From an optimization exercise on the open Yosys and OpenROAD flow, aimed at small area; shortcuts taken in it are not production practice. No run shown here included a check of the RTL's function; only the layout flow was run. Power and IR drop assume default switching activity.

==> flow/design.v <==
module paritygen(ip, clk, en, hold, parity);
	input ip, clk, en, hold;
	output reg parity;
	always @(posedge clk)
		parity <= en ? (parity ^ ip) : (hold & parity);
endmodule
module UART_Tx(TransmittedSerialData,DoneTx,DataIn,CLK_Baudin,RstTx,NewData,Flag_in);
	localparam size = 32;
	input [size-1:0] DataIn;
	input CLK_Baudin, RstTx, NewData;
	input Flag_in;
	output TransmittedSerialData;
	output DoneTx;
	localparam [5:0] ST_START = 6'd30, ST_PEND = 6'd2, ST_IDLE = 6'd3, ST_DONE = 6'd4;
	reg [5:0] counter;
	reg [36:0] ring;
	wire idle   = (counter == ST_IDLE) | (counter == ST_DONE);
	wire load   = idle & NewData;
	wire data_ph = counter[5];
	wire par_ph  = (counter[5:1] == 5'd0);
	wire Parity;
	paritygen parity1(.ip(ring[0]), .clk(CLK_Baudin), .en(data_ph), .hold(par_ph), .parity(Parity));
	always @(posedge CLK_Baudin or posedge RstTx) begin
		if (RstTx)
			counter <= ST_IDLE;
		else if (idle) begin
			if (NewData) counter <= ST_START;
		end
		else if (counter == 6'd1)
			counter <= Flag_in ? ST_PEND : ST_DONE;
		else if (counter == ST_PEND)
			counter <= ST_START;
		else
			counter <= counter + 6'd1;
	end
	integer i;
	always @(posedge CLK_Baudin) begin
		for (i = 0; i < 37; i = i + 1)
			ring[i] <= ring[(i + 1) % 37];
		if (load)
			ring[33:2] <= DataIn;
	end
	assign TransmittedSerialData = data_ph ? ring[0] :
	                               par_ph ? Parity :
	                               (counter != 6'd31);
	assign DoneTx = (counter == ST_DONE);
endmodule
module UART_Rx(DataOut, DoneRx, SerialInputData, CLK_Baudin, RstRx, Flag_Rx, DoneTx);
	parameter size = 32;
	input SerialInputData;
	input CLK_Baudin, RstRx;
	input DoneTx;  
	output [size-1:0] DataOut;
	output DoneRx;
	output Flag_Rx;
	localparam [5:0] ST_START = 6'd30, ST_CHECK = 6'd63, ST_END = 6'd0, ST_IDLE = 6'd1;
	reg [5:0] counter;
	reg [size+1:0] shift_reg;
	wire Parity_Rx;
	wire idle = (counter == ST_IDLE) | (counter == ST_END);
	wire check = (counter == ST_CHECK);
	paritygen parity2(.ip(SerialInputData), .clk(CLK_Baudin), .en(!idle & !check), .hold(check), .parity(Parity_Rx));
	always @(posedge CLK_Baudin or posedge RstRx) begin
		if (RstRx)
			counter <= ST_IDLE;
		else if (idle)
			counter <= SerialInputData ? ST_IDLE : ST_START;
		else
			counter <= counter + 6'd1;
	end
	always @(posedge CLK_Baudin)
		shift_reg <= {SerialInputData, shift_reg[size+1:1]};
	assign DataOut = shift_reg[size-1:0];
	assign Flag_Rx = check & Parity_Rx;
	assign DoneRx = (counter == ST_END) & !Parity_Rx;
endmodule
module uart_txrx (
    input  wire        clk,        
    input  wire        rst,        
    input  wire [31:0] tx_data,    
    input  wire        tx_start,   
    input  wire        tx_retry,   
    output wire        txd,        
    output wire        tx_done,    
    input  wire        rxd,        
    output wire [31:0] rx_data,    
    output wire        rx_done,    
    output wire        rx_error    
);
    UART_Tx u_tx (
        .TransmittedSerialData(txd),
        .DoneTx(tx_done),
        .DataIn(tx_data),
        .CLK_Baudin(clk),
        .RstTx(rst),
        .NewData(tx_start),
        .Flag_in(tx_retry)
    );
    UART_Rx u_rx (
        .DataOut(rx_data),
        .DoneRx(rx_done),
        .SerialInputData(rxd),
        .CLK_Baudin(clk),
        .RstRx(rst),
        .Flag_Rx(rx_error),
        .DoneTx(tx_done)
    );
endmodule
==> flow/run.sh <==
#!/bin/bash
# synth_recipe.tcl (not shown) runs the flow's synth.tcl, then flattens the netlist and writes it again
# the make line also repeats each setting of config.mk as NAME=value (left out here)
make -C /OpenROAD-flow-scripts/flow DESIGN_CONFIG=/design/flow/config.mk WORK_HOME=/design/flow/orfs CLKGATE_MAP_FILE= SYNTH_SCRIPT=/design/flow/synth_recipe.tcl finish
==> flow/config.mk <==
export PLATFORM = sky130hd
export DESIGN_NAME = uart_txrx
export DESIGN_NICKNAME = uart_txrx
export VERILOG_FILES = /design/flow/design.v
export SDC_FILE = /design/flow/constraint.sdc
export NUM_CORES = 4
export LEC_CHECK = 0
export CAP_MARGIN = 20
export CORE_MARGIN = 2
export CORE_UTILIZATION = 40
export PLACE_DENSITY = 0.6
export SLEW_MARGIN = 20
==> flow/constraint.sdc <==
create_clock -name core_clock -period 5.0 [get_ports {clk}]
set_input_delay 1.0000 -clock core_clock [delete_from_list [all_inputs] [get_ports {clk}]]
set_output_delay 1.0000 -clock core_clock [all_outputs]
set_load 0.01 [all_outputs]
==> results of run 1 <==
-- worst paths after layout --
path / to / slack [ps] / cells past startpoint / start
worst min-delay path: u_tx.ring[34]$_DFF_P_ / 330 / 0 / u_tx.ring[35]$_DFF_P_
worst max-delay path: txd / 1620 / 5 / u_tx.counter[5]$_DFFE_PP0P_
worst min register to register: u_tx.ring[34]$_DFF_P_ / 330 / 0 / u_tx.ring[35]$_DFF_P_
worst max register to register: u_tx.ring[16]$_DFF_P_ / 2140 / 5 / u_tx.counter[0]$_DFFE_PP1P_
min in group asynchronous: u_rx.counter[1]$_DFF_PP0_ / 980 / 2 / rst
max in group asynchronous: u_tx.counter[0]$_DFFE_PP1P_ / 3650 / 2 / rst
-- critical path, delay by kind of cell, from the launching register on --
kind	cells	cell delay [ps]
and+or+nand+nor	2	860
AOI/OAI and AO/OA	2	230
buffers and inverters	1	490
DFF	1	470
-- cells in the final DEF (no fill, tap or decap), types with 2 or more instances in the layout --
| master | instances |
|---|---|
| sky130_fd_sc_hd__mux2_2 | 3 |
| sky130_fd_sc_hd__inv_1 | 7 |
| sky130_fd_sc_hd__nor4_1 | 3 |
| sky130_fd_sc_hd__o21ai_0 | 9 |
| sky130_fd_sc_hd__nor3_1 | 2 |
| sky130_fd_sc_hd__xnor2_1 | 6 |
| sky130_fd_sc_hd__mux2i_1 | 2 |
| sky130_fd_sc_hd__dfstp_2 | 3 |
| sky130_fd_sc_hd__clkinv_4 | 2 |
| sky130_fd_sc_hd__nand2_1 | 11 |
| sky130_fd_sc_hd__nor2_1 | 4 |
| sky130_fd_sc_hd__nand3_1 | 4 |
| sky130_fd_sc_hd__clkbuf_8 | 10 |
| sky130_fd_sc_hd__a21oi_1 | 4 |
| sky130_fd_sc_hd__and3_1 | 4 |
| sky130_fd_sc_hd__dfrtp_1 | 9 |
| sky130_fd_sc_hd__ha_1 | 7 |
| sky130_fd_sc_hd__o21a_1 | 2 |
| sky130_fd_sc_hd__dfxtp_1 | 73 |
| sky130_fd_sc_hd__clkdlybuf4s50_1 | 72 |
| sky130_fd_sc_hd__a32o_1 | 2 |
| sky130_fd_sc_hd__mux2_4 | 29 |
-- cells by family after synthesis --
family,share of synthesized area (%)
AOI/OAI and AO/OA,4.86
xor gates and xnor gates,2.02
adders and majority gates,2.88
buffers and inverters,10.9
DFF,58.1
muxes,16.1
and+or+nand+nor,5.14
-- power breakdown --
group / internal (mW) / switching (mW)
logic: 0.330 / 0.173
registers: 0.909 / 0.123
clock network: 0.246 / 0.227
total: 1.48 / 0.523
-- metal layers --
layer	track usage, %	part of all wire [%]
met1	17.5	52
met2	15.7	41
met3	3.49	5.5
met4	6.44	1.7
met5	0	0
-- layout make-up --
class	instances	share of cell area, %
tap	99	3.28
multi-input combinational	103	24.9
clock buffer	11	3.74
inverter	7	0.695
timing repair buffer	72	19.1
clock inverter	5	1.59
sequential	85	46.7
==> impl_metrics.sql, run 1 <==
INSERT INTO impl_metrics (metric_group, metric, value, unit) VALUES
('floorplanning', 'core-area', '0.00729', 'sq mm'),
('sta', 'setup-violations-final', '0', ''),
('sta', 'worst_slew_pin_slew', '1050', 'ps'),
('detailed_routing', 'post_drt_via_cell_ratio', '4.37', ''),
('sta', 'tns', '0', 'ps'),
('logic_synthesis', 'dominantRegCellSynth', 'sky130_fd_sc_hd__dfxtp_1', ''),
('logic_synthesis', 'yosysWarnings', '3', ''),
('power', 'vdd_ir_drop_max', '0.000266', 'V'),
('logic_synthesis', 'syn_area_per_cell', '13.0', 'sq um'),
('cells_and_area', 'finish.utilization', '51.8', '%'),
('clocking', 'clk_pin_slew', '80', 'ps'),
('logic_synthesis', 'synth_top_cells_by_area', 'sky130_fd_sc_hd__dfxtp_1 (48%), sky130_fd_sc_hd__mux2_4 (14%), sky130_fd_sc_hd__buf_4 (7.9%)', ''),
('clocking', 'worstSkewPairLatency', '340', 'ps'),
('sta', 'worst_slack', '1620', 'ps'),
('cells_and_area', 'post_layout_nonfiller_instances', '382', ''),
('clocking', 'post_cts.repair.setup_buffers', '0', ''),
('floorplanning', 'dieWidth', '91.2', 'um'),
('cells_and_area', 'area_growth_syn_to_layout', '24.3', '%'),
('floorplanning', 'number_of_primary_i_o_pins', '73', ''),
('clocking', 'cts_num_sinks', '85', ''),
('power', 'leakagePower', '1.66', 'nW'),
('sta', 'final.min_clock_period', '3380', 'ps'),
('outcome', 'status', 'no timing/DRC/antenna violations', ''),
('cells_and_area', 'num-nets-final', '322', ''),
('logic_synthesis', 'synth-seq-cells', '85', ''),
('cells_and_area', 'largest_reg_flops', '37', ''),
('job', 'max_cap_viol_count', '0', ''),
('detailed_routing', 'vias', '1671', ''),
('logic_synthesis', 'yosysSeqAreaShare', '58.1', '%'),
('worst_setup_path', 'criticalPathCategory', 'reg -> out', ''),
('cells_and_area', 'antennaDiodeCount', '0', ''),
('placement', 'gp_congestion', '0.797', ''),
('logic_synthesis', 'netlist_instances', '234', ''),
('detailed_routing', 'drt_pass1_iterations', '4', ''),
('placement', 'detailedPlace.worstSlack', '1990', 'ps'),
('worst_setup_path', 'cp-end-kind', 'output port', ''),
('sta', 'finalHoldViolations', '0', ''),
('detailed_routing', 'route.antenna.remaining_nets', '0', ''),
('logic_synthesis', 'async_flop_share', '14.1', '%'),
('logic_synthesis', 'synth.top_cell.area_share', '48.1', '%'),
('sta', 'grt_setup_unrepaired', 'no', ''),
('cells_and_area', 'drive_gt1_share', '18.4', '%'),
('cells_and_area', 'multi_input_area', '942', 'sq um'),
('detailed_routing', 'route.detailed.drc', '0', ''),
('clocking', 'numCtsBuffers', '9', ''),
('grt', 'grt_max_degree', '34', ''),
('placement', 'count_of_port_buffers_added_during_placement', '72', ''),
('grt', 'grt_overflow', '0', ''),
('detailed_routing', 'routed_wirelength', '4.76', 'mm'),
('placement', 'place_area', '0.00358', 'sq mm'),
('worst_setup_path', 'critical_path.slowest_cell', 'sky130_fd_sc_hd__nor4_1', ''),
('worst_setup_path', 'critical_path.cell_chain', 'nor4_1, nand2_1, o2bb2ai_1, o21ai_0, clkdlybuf4s50_1', ''),
('grt', 'globalRouteTotalUtil', '12.0', '%'),
('sta', 'worst_hold_slack', '330', 'ps'),
('floorplanning', 'die_h', '91.2', 'um'),
('logic_synthesis', 'synth_common_cells', 'sky130_fd_sc_hd__dfxtp_1 (73), sky130_fd_sc_hd__buf_4 (32), sky130_fd_sc_hd__mux2_4 (29)', ''),
('worst_setup_path', 'worst_setup_path_start_kind', 'flop', ''),
('sta', 'timing_max_transition_violations_final', '0', ''),
('logic_synthesis', 'post_synth_instance_area', '0.00304', 'sq mm'),
('logic_synthesis', 'number_of_enable_flip_flop_cells_after_synthesis', '0', ''),
('worst_setup_path', 'critPathArrivalTime', '2380', 'ps'),
('logic_synthesis', 'yosysTopAreaCell', 'sky130_fd_sc_hd__dfxtp_1', ''),
('clocking', 'cts.htree.levels', '3', ''),
('sta', 'skew', '6.57', 'ps'),
('worst_setup_path', 'cp_data_required_time', '4000', 'ps'),
('sta', 'timing.fmax', '296', 'MHz'),
('detailed_routing', 'detail_route.iter0.violations', '12', ''),
('power', 'totalPowerFinal', '2.01', 'mW'),
('clocking', 'max-clock-path-buffers', '2', ''),
('floorplanning', 'rows', '31', ''),
('floorplanning', 'floorplan.die_area', '0.00831', 'sq mm');
==> inputs of run 2 (changes only) <==
==> flow/flow/run.sh (new file) <==
#!/bin/bash
# The standard ORFS layout (the standard.sh, standard synthesis included),
# with smaller port buffers, a clock tree without dummy loads, and power
# (size) recovery after global routing. Each ORFS step logs to orfs/logs/;
# make's own output goes to flow_make.log.
set -euo pipefail
bash standard.sh \
  "BUFFER_PORTS_ARGS=-buffer_cell sky130_fd_sc_hd__buf_1" \
  "CTS_ARGS=-sink_clustering_enable -repair_clock_nets -dont_use_dummy_load -buf_list sky130_fd_sc_hd__clkbuf_16 -sink_clustering_size 100 -sink_clustering_max_diameter 500" \
  RECOVER_POWER=100 \
  finish > flow_make.log 2>&1
==> flow/standard.sh (new file) <==
#!/bin/bash
# synth_recipe.tcl (not shown) runs the flow's synth.tcl, then flattens the netlist and writes it again
# the make line also repeats each setting of config.mk as NAME=value (left out here)
make -C /OpenROAD-flow-scripts/flow DESIGN_CONFIG=/design/flow/config.mk WORK_HOME=/design/flow/orfs CLKGATE_MAP_FILE= SYNTH_SCRIPT=/design/flow/synth_recipe.tcl "${@:-finish}"
removed: flow/run.sh
==> impl_metrics.sql, run 2 <==
INSERT INTO impl_metrics (metric_group, metric, value, unit) VALUES
('detailed_routing', 'vias', '1634', ''),
('power', 'combPwrFrac', '19.1', '%'),
('power', 'leakagePower', '1.36', 'nW'),
('cells_and_area', 'postLayoutCellArea', '0.00325', 'sq mm'),
('sta', 'worst_hold_slack', '322', 'ps'),
('sta', 'timing.final.crit_share', '60.7', '%'),
('cells_and_area', 'largest_reg_flops', '37', ''),
('worst_setup_path', 'critical_path.cell_chain', 'nor4_1, nand2_1, o2bb2ai_1, o21ai_0, buf_1', ''),
('worst_setup_path', 'r2r.worst_path.cells', '6', ''),
('placement', 'place_area', '0.00313', 'sq mm'),
('min_path', 'hold_path_class', 'reg -> reg', ''),
('logic_synthesis', 'dominantRegCellSynth', 'sky130_fd_sc_hd__dfxtp_1', ''),
('clocking', 'post_cts.repair.setup_buffers', '0', ''),
('floorplanning', 'dieWidth', '91.2', 'um'),
('placement', 'dpl.hpwl', '3.16', 'mm'),
('worst_setup_path', 'critPathArrivalTime', '2030', 'ps'),
('worst_setup_path', 'timing.rr.end', 'u_tx.ring[2]$_DFF_P_', ''),
('worst_setup_path', 'slowest_delay', '780', 'ps'),
('clocking', 'max-clock-path-buffers', '2', ''),
('logic_synthesis', 'yosysTopAreaCell', 'sky130_fd_sc_hd__dfxtp_1', ''),
('floorplanning', 'starting_density', '41.7', '%'),
('worst_setup_path', 'timing.critical_path.buf_inv', '1', ''),
('detailed_routing', 'drt_pass1_iterations', '4', ''),
('power', 'totalPowerFinal', '1.92', 'mW'),
('logic_synthesis', 'synthesis.nets', '278', ''),
('cells_and_area', 'antennaDiodeCount', '0', ''),
('clocking', 'clk_pin_slew', '50', 'ps'),
('cells_and_area', 'commonest_cells_after_routing_fill_and_taps_aside', 'sky130_fd_sc_hd__dfxtp_1 (73), sky130_fd_sc_hd__buf_1 (71), sky130_fd_sc_hd__mux2_1 (28), sky130_fd_sc_hd__nand2_1 (11)', ''),
('floorplanning', 'floorplan.die_area', '0.00831', 'sq mm'),
('power', 'cellInternalPower', '1.43', 'mW'),
('grt', 'grt_max_degree', '34', ''),
('worst_setup_path', 'rr_startpoint', 'u_tx.counter[1]$_DFFE_PP1P_', ''),
('clocking', 'cts.htree.levels', '3', ''),
('min_path', 'hold_path.startpoint', 'u_tx.ring[1]$_DFF_P_', ''),
('placement', 'gp_congestion', '0.821', ''),
('logic_synthesis', 'top_count_cell_post_synth', 'sky130_fd_sc_hd__dfxtp_1', ''),
('worst_setup_path', 'cp-end-kind', 'output port', ''),
('floorplanning', 'rows', '31', ''),
('logic_synthesis', 'synth_cell_types', '33', ''),
('clocking', 'numCtsBuffers', '9', ''),
('placement', 'count_of_port_buffers_added_during_placement', '72', ''),
('sta', 'grt_setup_unrepaired', 'no', ''),
('sta', 'final.min_clock_period', '3030', 'ps'),
('power', 'vdd_ir_drop_max', '0.000256', 'V'),
('worst_setup_path', 'cp_data_required_time', '4000', 'ps'),
('power', 'p_per_area', '592', 'mW/mm^2'),
('worst_setup_path', 'critPathLaunch', 'u_tx.counter[5]$_DFFE_PP0P_', ''),
('worst_setup_path', 'cpLargestDelayFamily', 'simple AND/OR/NAND/NOR gates', ''),
('logic_synthesis', 'yosysWarnings', '3', ''),
('detailed_routing', 'detail_route.iter0.violations', '29', ''),
('worst_setup_path', 'worst_setup_path_start_kind', 'flop', ''),
('sta', 'timing_max_transition_violations_final', '0', ''),
('logic_synthesis', 'async_flop_share', '14.1', '%'),
('logic_synthesis', 'netlist_instances', '234', ''),
('cells_and_area', 'layout_commonest_cell', 'sky130_fd_sc_hd__dfxtp_1', ''),
('logic_synthesis', 'yosysSeqAreaShare', '58.1', '%'),
('worst_setup_path', 'worstPathMaxFanout', '8', ''),
('logic_synthesis', 'synth_common_cells', 'sky130_fd_sc_hd__dfxtp_1 (73), sky130_fd_sc_hd__buf_4 (32), sky130_fd_sc_hd__mux2_4 (29)', ''),
('logic_synthesis', 'synth.top_cell.area_share', '48.1', '%'),
('detailed_routing', 'route.detailed.drc', '0', ''),
('logic_synthesis', 'syn_area_per_cell', '13.0', 'sq um'),
('sta', 'setup-violations-final', '0', ''),
('grt', 'global_route_wire_length_before_repair', '7.31', 'mm'),
('clocking', 'ctsResizeCount', '0', ''),
('logic_synthesis', 'post_synth_instance_area', '0.00304', 'sq mm'),
('sta', 'worst_slack', '1970', 'ps'),
('cells_and_area', 'num-nets-final', '322', ''),
('placement', 'detailedPlace.worstSlack', '2190', 'ps'),
('worst_setup_path', 'worst-path-stages', '5', ''),
('worst_setup_path', 'critical_path.slowest_cell', 'sky130_fd_sc_hd__nor4_1', ''),
('clocking', 'worstSkewPairLatency', '330', 'ps'),
('logic_synthesis', 'synth_top_cells_by_area', 'sky130_fd_sc_hd__dfxtp_1 (48%), sky130_fd_sc_hd__mux2_4 (14%), sky130_fd_sc_hd__buf_4 (7.9%)', ''),
('power', 'p_sw', '0.497', 'mW'),
('power', 'share_clk_of_total_power', '27.5', '%'),
('worst_setup_path', 'critical_path.endpoint', 'txd', ''),
('grt', 'grt_antenna_before_repair', '0', ''),
('sta', 'tns', '0', 'ps'),
('outcome', 'status', 'no timing/DRC/antenna violations', ''),
('sta', 'skew', '19.4', 'ps'),
('grt', 'grt_overflow', '0', ''),
('clocking', 'clock_tree_from_tritoncts', 'done', ''),
('sta', 'max_transition_margin', '8.14', '%'),
('power', 'sequentialPowerShare', '53.4', '%'),
('logic_synthesis', 'synth-seq-cells', '85', ''),
('cells_and_area', 'drive_gt1_share', '5.43', '%'),
('detailed_routing', 'route.antenna.remaining_nets', '0', ''),
('clocking', 'cts_num_sinks', '85', ''),
('detailed_routing', 'wire_per_inst', '11.9', 'um'),
('worst_setup_path', 'criticalPathCategory', 'reg -> out', ''),
('grt', 'via_count_of_the_first_global_routing_pass', '1519', ''),
('sta', 'timing.fmax', '330', 'MHz'),
('detailed_routing', 'routed_wirelength', '4.47', 'mm'),
('floorplanning', 'die_h', '91.2', 'um'),
('power', 'power_switching_share', '25.9', '%'),
('floorplanning', 'core-area', '0.00729', 'sq mm'),
('job', 'max_cap_viol_count', '0', ''),
('floorplanning', 'number_of_primary_i_o_pins', '73', ''),
('clocking', 'post_cts_hold_buffer_count', '0', ''),
('worst_setup_path', 'r2r_setup_slk', '1970', 'ps'),
('sta', 'worst_slew_pin_slew', '1380', 'ps'),
('sta', 'finalHoldViolations', '0', ''),
('cells_and_area', 'area_growth_syn_to_layout', '6.83', '%'),
('grt', 'globalRouteTotalUtil', '11.4', '%'),
('detailed_routing', 'post_drt_via_cell_ratio', '4.36', ''),
('clocking', 'clock-root-buffer', 'sky130_fd_sc_hd__clkbuf_16', ''),
('logic_synthesis', 'number_of_enable_flip_flop_cells_after_synthesis', '0', '');
-- run 2: how the worst min path moves through the flow --
stage | to | slack (ps) | cells past startpoint
2_1_floorplan | u_rx.shift_reg[31]$_DFF_P_ | 310 | 0
3_3_place_gp | u_rx.shift_reg[31]$_DFF_P_ | 310 | 0
3_5_place_dp | u_tx.ring[35]$_DFF_P_ | 320 | 0
4_1_cts | u_tx.ring[0]$_DFF_P_ | 320 | 0
5_1_grt | u_tx.ring[34]$_DFF_P_ | 330 | 0
6_report | u_tx.ring[0]$_DFF_P_ | 320 | 0
-- run 2: kinds of logic (layout without fill, tap and decap cells) --
logic type / Yosys count / in the layout / synth area share (%)
AND/OR/NAND/NOR: 32 / 32 / 5.14
multiplexers: 34 / 34 / 16.1
AO/OA/AOI/OAI: 23 / 23 / 4.86
flip-flops: 85 / 85 / 58.1
adder cells (fa/ha/maj): 7 / 7 / 2.88
XOR/XNOR: 7 / 7 / 2.02
buffers and inverters: 46 / 88 / 10.9
-- run 2: routing by layer --
layer | vias to the layer above | routed length (um) | global-route usage (%)
li1 | 837 | - | -
met2 | 59 | 1850 | 15.1
met5 | - | 0 | 0
met3 | 5 | 341 | 5.23
met1 | 733 | 2210 | 15.8
met4 | 0 | 61 | 4.55
-- run 2: final cells by class --
class	instances	area (sq um)
tap	99	124
sequential	85	1770
inverter	7	26.3
timing repair buffer	72	270
clock buffer	9	225
multi-input combinational	103	837
fill	743	4040
-- run 2: power groups by stage --
stage	sequential, mW	combinational [mW]	clock, mW
2_1_floorplan	0.999	0.429	0
3_3_place_gp	1.05	0.449	0
3_5_place_dp	1.05	0.458	0
4_1_cts	1.04	0.463	0.551
5_1_grt	1.06	0.425	0.580
6_report	1.03	0.368	0.528
-- run 2: stage by stage --
| step | util (%) | std cells |
|---|---|---|
| floorplan | - | 234 |
| global placement | 42.9 | 366 |
| detailed placement | 42.9 | 366 |
| CTS | 46.0 | 375 |
| global route | 44.5 | 375 |
| finish | 44.5 | 375 |
-- run 2: worst reg2reg max path: stages (launching register included) --
cell and delay [ps]:
sky130_fd_sc_hd__dfstp_1 610, sky130_fd_sc_hd__inv_1 130, sky130_fd_sc_hd__ha_1 230, sky130_fd_sc_hd__mux2i_1 130
sky130_fd_sc_hd__or4_1 290, sky130_fd_sc_hd__or2_1 1080, sky130_fd_sc_hd__mux2_2 450
==> inputs of run 3 (changes only) <==
--- a/flow/flow/run.sh
+++ b/flow/flow/run.sh
@@ -6,6 +6,6 @@
 set -euo pipefail
 bash standard.sh \
   "BUFFER_PORTS_ARGS=-buffer_cell sky130_fd_sc_hd__buf_1" \
-  "CTS_ARGS=-sink_clustering_enable -repair_clock_nets -dont_use_dummy_load -buf_list sky130_fd_sc_hd__clkbuf_16 -sink_clustering_size 100 -sink_clustering_max_diameter 500" \
+  "CTS_ARGS=-sink_clustering_enable -repair_clock_nets -dont_use_dummy_load -buf_list sky130_fd_sc_hd__clkbuf_8" \
   RECOVER_POWER=100 \
   finish > flow_make.log 2>&1
==> impl_metrics.sql, run 3 <==
INSERT INTO impl_metrics (metric_group, metric, value, unit) VALUES
('cells_and_area', 'largest_reg_flops', '37', ''),
('floorplanning', 'core-area', '0.00729', 'sq mm'),
('power', 'leakagePower', '1.32', 'nW'),
('clocking', 'post_cts_hold_buffer_count', '0', ''),
('cells_and_area', 'area_growth_syn_to_layout', '3.62', '%'),
('logic_synthesis', 'synth_cell_types', '33', ''),
('grt', 'via_count_of_the_first_global_routing_pass', '1510', ''),
('logic_synthesis', 'synthesis.nets', '278', ''),
('logic_synthesis', 'synth_common_cells', 'sky130_fd_sc_hd__dfxtp_1 (73), sky130_fd_sc_hd__buf_4 (32), sky130_fd_sc_hd__mux2_4 (29)', ''),
('clocking', 'max-clock-path-buffers', '2', ''),
('worst_setup_path', 'critical_path.slowest_cell', 'sky130_fd_sc_hd__nor4_1', ''),
('logic_synthesis', 'dominantRegCellSynth', 'sky130_fd_sc_hd__dfxtp_1', ''),
('cells_and_area', 'antennaDiodeCount', '0', ''),
('worst_setup_path', 'timing.critical_path.buf_inv', '1', ''),
('cells_and_area', 'layout_commonest_cell', 'sky130_fd_sc_hd__dfxtp_1', ''),
('floorplanning', 'starting_density', '41.7', '%'),
('sta', 'grt_setup_unrepaired', 'no', ''),
('detailed_routing', 'wire_per_inst', '11.7', 'um'),
('worst_setup_path', 'worst_setup_path_start_kind', 'flop', ''),
('floorplanning', 'number_of_primary_i_o_pins', '73', ''),
('logic_synthesis', 'yosysWarnings', '3', ''),
('worst_setup_path', 'worstPathMaxFanout', '8', ''),
('power', 'combPwrFrac', '21.2', '%'),
('sta', 'worst_slack', '1960', 'ps'),
('logic_synthesis', 'netlist_instances', '234', ''),
('floorplanning', 'die_h', '91.2', 'um'),
('detailed_routing', 'route.detailed.drc', '0', ''),
('worst_setup_path', 'criticalPathCategory', 'reg -> out', ''),
('cells_and_area', 'drive_gt1_share', '5.80', '%'),
('worst_setup_path', 'critical_path.cell_chain', 'nor4_1, nand2_1, o2bb2ai_1, o21ai_0, buf_1', ''),
('grt', 'grt_overflow', '0', ''),
('sta', 'max_transition_margin', '6.71', '%'),
('cells_and_area', 'post_layout_nonfiller_instances', '375', ''),
('power', 'totalPowerFinal', '1.75', 'mW'),
('clocking', 'clock_tree_from_tritoncts', 'done', ''),
('logic_synthesis', 'top_count_cell_post_synth', 'sky130_fd_sc_hd__dfxtp_1', ''),
('placement', 'gp_congestion', '0.821', ''),
('logic_synthesis', 'post_synth_instance_area', '0.00304', 'sq mm'),
('cells_and_area', 'commonest_cells_after_routing_fill_and_taps_aside', 'sky130_fd_sc_hd__dfxtp_1 (73), sky130_fd_sc_hd__buf_1 (71), sky130_fd_sc_hd__mux2_1 (27), sky130_fd_sc_hd__nand2_1 (11)', ''),
('sta', 'timing.final.crit_share', '60.9', '%'),
('clocking', 'clk_pin_slew', '70', 'ps'),
('detailed_routing', 'detail_route.iter0.violations', '23', ''),
('logic_synthesis', 'yosysTopAreaCell', 'sky130_fd_sc_hd__dfxtp_1', ''),
('power', 'p_per_area', '555', 'mW/mm^2'),
('clocking', 'worstSkewPairLatency', '340', 'ps'),
('floorplanning', 'dieWidth', '91.2', 'um'),
('logic_synthesis', 'synth.top_cell.area_share', '48.1', '%'),
('logic_synthesis', 'yosysSeqAreaShare', '58.1', '%'),
('grt', 'grt_antenna_before_repair', '0', ''),
('sta', 'finalHoldViolations', '0', ''),
('logic_synthesis', 'number_of_enable_flip_flop_cells_after_synthesis', '0', ''),
('sta', 'timing_max_transition_violations_final', '0', ''),
('worst_setup_path', 'cp_data_required_time', '4000', 'ps'),
('grt', 'grt_max_degree', '34', ''),
('power', 'vdd_ir_drop_max', '0.000215', 'V'),
('grt', 'globalRouteTotalUtil', '11.1', '%'),
('sta', 'worst_slew_pin_slew', '1400', 'ps'),
('sta', 'tns', '0', 'ps'),
('clocking', 'cts_num_sinks', '85', ''),
('sta', 'setup-violations-final', '0', ''),
('power', 'p_sw', '0.475', 'mW'),
('logic_synthesis', 'synth-seq-cells', '85', ''),
('placement', 'dpl.hpwl', '3.16', 'mm'),
('logic_synthesis', 'syn_area_per_cell', '13.0', 'sq um'),
('clocking', 'clock-root-buffer', 'sky130_fd_sc_hd__clkbuf_8', ''),
('clocking', 'numCtsBuffers', '9', ''),
('floorplanning', 'floorplan.die_area', '0.00831', 'sq mm'),
('floorplanning', 'rows', '31', ''),
('clocking', 'cts.htree.levels', '3', ''),
('job', 'max_cap_viol_count', '0', ''),
('logic_synthesis', 'synth_top_cells_by_area', 'sky130_fd_sc_hd__dfxtp_1 (48%), sky130_fd_sc_hd__mux2_4 (14%), sky130_fd_sc_hd__buf_4 (7.9%)', ''),
('sta', 'final.min_clock_period', '3040', 'ps'),
('min_path', 'hold_path_class', 'reg -> reg', ''),
('placement', 'place.detailed.instances', '366', ''),
('detailed_routing', 'routed_wirelength', '4.39', 'mm'),
('power', 'cellInternalPower', '1.27', 'mW'),
('power', 'sequentialPowerShare', '58.7', '%'),
('outcome', 'status', 'no timing/DRC/antenna violations', ''),
('detailed_routing', 'route.antenna.remaining_nets', '0', ''),
('sta', 'worst_hold_slack', '316', 'ps'),
('power', 'power_switching_share', '27.2', '%'),
('placement', 'detailedPlace.worstSlack', '2190', 'ps'),
('detailed_routing', 'drt_pass1_iterations', '4', ''),
('worst_setup_path', 'critPathArrivalTime', '2040', 'ps'),
('power', 'share_clk_of_total_power', '20.1', '%'),
('detailed_routing', 'post_drt_via_cell_ratio', '4.35', ''),
('worst_setup_path', 'cp-end-kind', 'output port', ''),
('sta', 'skew', '25.5', 'ps'),
('grt', 'global_route_wire_length_before_repair', '7.23', 'mm'),
('sta', 'timing.fmax', '329', 'MHz'),
('clocking', 'ctsResizeCount', '0', ''),
('cells_and_area', 'num-nets-final', '322', ''),
('detailed_routing', 'vias', '1633', ''),
('logic_synthesis', 'async_flop_share', '14.1', '%'),
('worst_setup_path', 'cpLargestDelayFamily', 'simple AND/OR/NAND/NOR gates', ''),
('worst_setup_path', 'slowest_delay', '770', 'ps'),
('placement', 'count_of_port_buffers_added_during_placement', '72', ''),
('clocking', 'post_cts.repair.setup_buffers', '0', '');
-- run 3: logic make-up (layout without fill, tap and decap cells) --
family | count (synthesis) | count (layout) | share of synthesized area [%]
multiplexers | 34 | 34 | 16.1
adder cells (fa/ha/maj) | 7 | 7 | 2.88
flip-flops | 85 | 85 | 58.1
buffers and inverters | 46 | 88 | 10.9
AND/OR/NAND/NOR | 32 | 32 | 5.14
XOR/XNOR | 7 | 7 | 2.02
AO/OA/AOI/OAI | 23 | 23 | 4.86
-- run 3: cell type report --
class / count / area [sq um]
Clock buffer: 9 / 124
Fill cell: 759 / 4140
Inverter: 7 / 26.3
Multi-Input combinational cell: 103 / 841
Sequential cell: 85 / 1770
Tap cell: 99 / 124
Timing Repair Buffer: 72 / 270
-- run 3: metal layers --
metal | track usage (%) | vias up | wire length (um)
met1 | 15.6 | 732 | 2230
met4 | 3.79 | 0 | 27
met2 | 14.8 | 60 | 1820
met3 | 5.48 | 2 | 318
met5 | 0 | - | 0
li1 | - | 839 | -
-- run 3: worst reg2reg max path, cell delays in order (launching register included) --
cell	delay, ps
sky130_fd_sc_hd__dfstp_1	610
sky130_fd_sc_hd__inv_1	130
sky130_fd_sc_hd__ha_1	230
sky130_fd_sc_hd__mux2i_1	130
sky130_fd_sc_hd__or4_1	290
sky130_fd_sc_hd__or2_1	1090
sky130_fd_sc_hd__mux2_2	450
-- run 3: final timing paths --
check | from | to | slack [ps] | cells after the start
hold reg to reg | u_tx.ring[36]$_DFF_P_ | u_tx.ring[35]$_DFF_P_ | 320 | 0
min in group asynchronous | rst | u_rx.counter[3]$_DFF_PP0_ | 650 | 2
max in group asynchronous | rst | u_tx.counter[0]$_DFFE_PP1P_ | 3980 | 2
setup reg to reg | u_tx.counter[1]$_DFFE_PP1P_ | u_tx.ring[2]$_DFF_P_ | 1960 | 6
setup / recovery | u_tx.counter[5]$_DFFE_PP0P_ | txd | 1960 | 5
hold / removal | u_tx.ring[36]$_DFF_P_ | u_tx.ring[35]$_DFF_P_ | 320 | 0
-- run 3: stage by stage --
step	area [sq um]	util, %
after floorplan	3040	-
after global placement	3130	42.9
after detailed placement	3130	42.9
after CTS	3250	44.6
after global routing	3150	43.2
final	3150	43.2
-- run 3: power by group through the flow --
stage          clock network, mW  registers (mW)  logic (mW)
5_1_grt                    0.404            1.06       0.428
2_1_floorplan                  0           0.999       0.429
4_1_cts                    0.374            1.03       0.463
3_3_place_gp                   0            1.05       0.449
6_report                   0.351            1.02       0.371
3_5_place_dp                   0            1.05       0.458

## afterwards: timing with drivers on the ports
How much do the figures lean on ideal ports? The routed layouts below were timed once more, with nothing changed but the port constraints.
Step 1: set_driving_cell puts a clkbuf_16 on clk and a buf_2 on each other input, an assumption about the parent block.
Step 2 moves the port delays by t, midway between the first and last clock arrival at a register: inputs arrive t later, outputs are due t later. That takes back most of the time a late clock gives input paths.
a / b / c = ideal / step 1 / step 2; a / b = the first two.
run	shift t [ns]	slack for setup (ns)	latest minus earliest clock arrival (ns)	worst slew at a driven data input, ns
run 1	0.362	1.620 / 1.589 / 1.952	0.007 / 0.007	0.06
run 2	0.352	1.966 / 1.934 / 1.973	0.019 / 0.020	0.05
run 3	0.356	1.957 / 1.929 / 1.959	0.026 / 0.026	0.05
After both steps setup and hold are still met in every run listed.
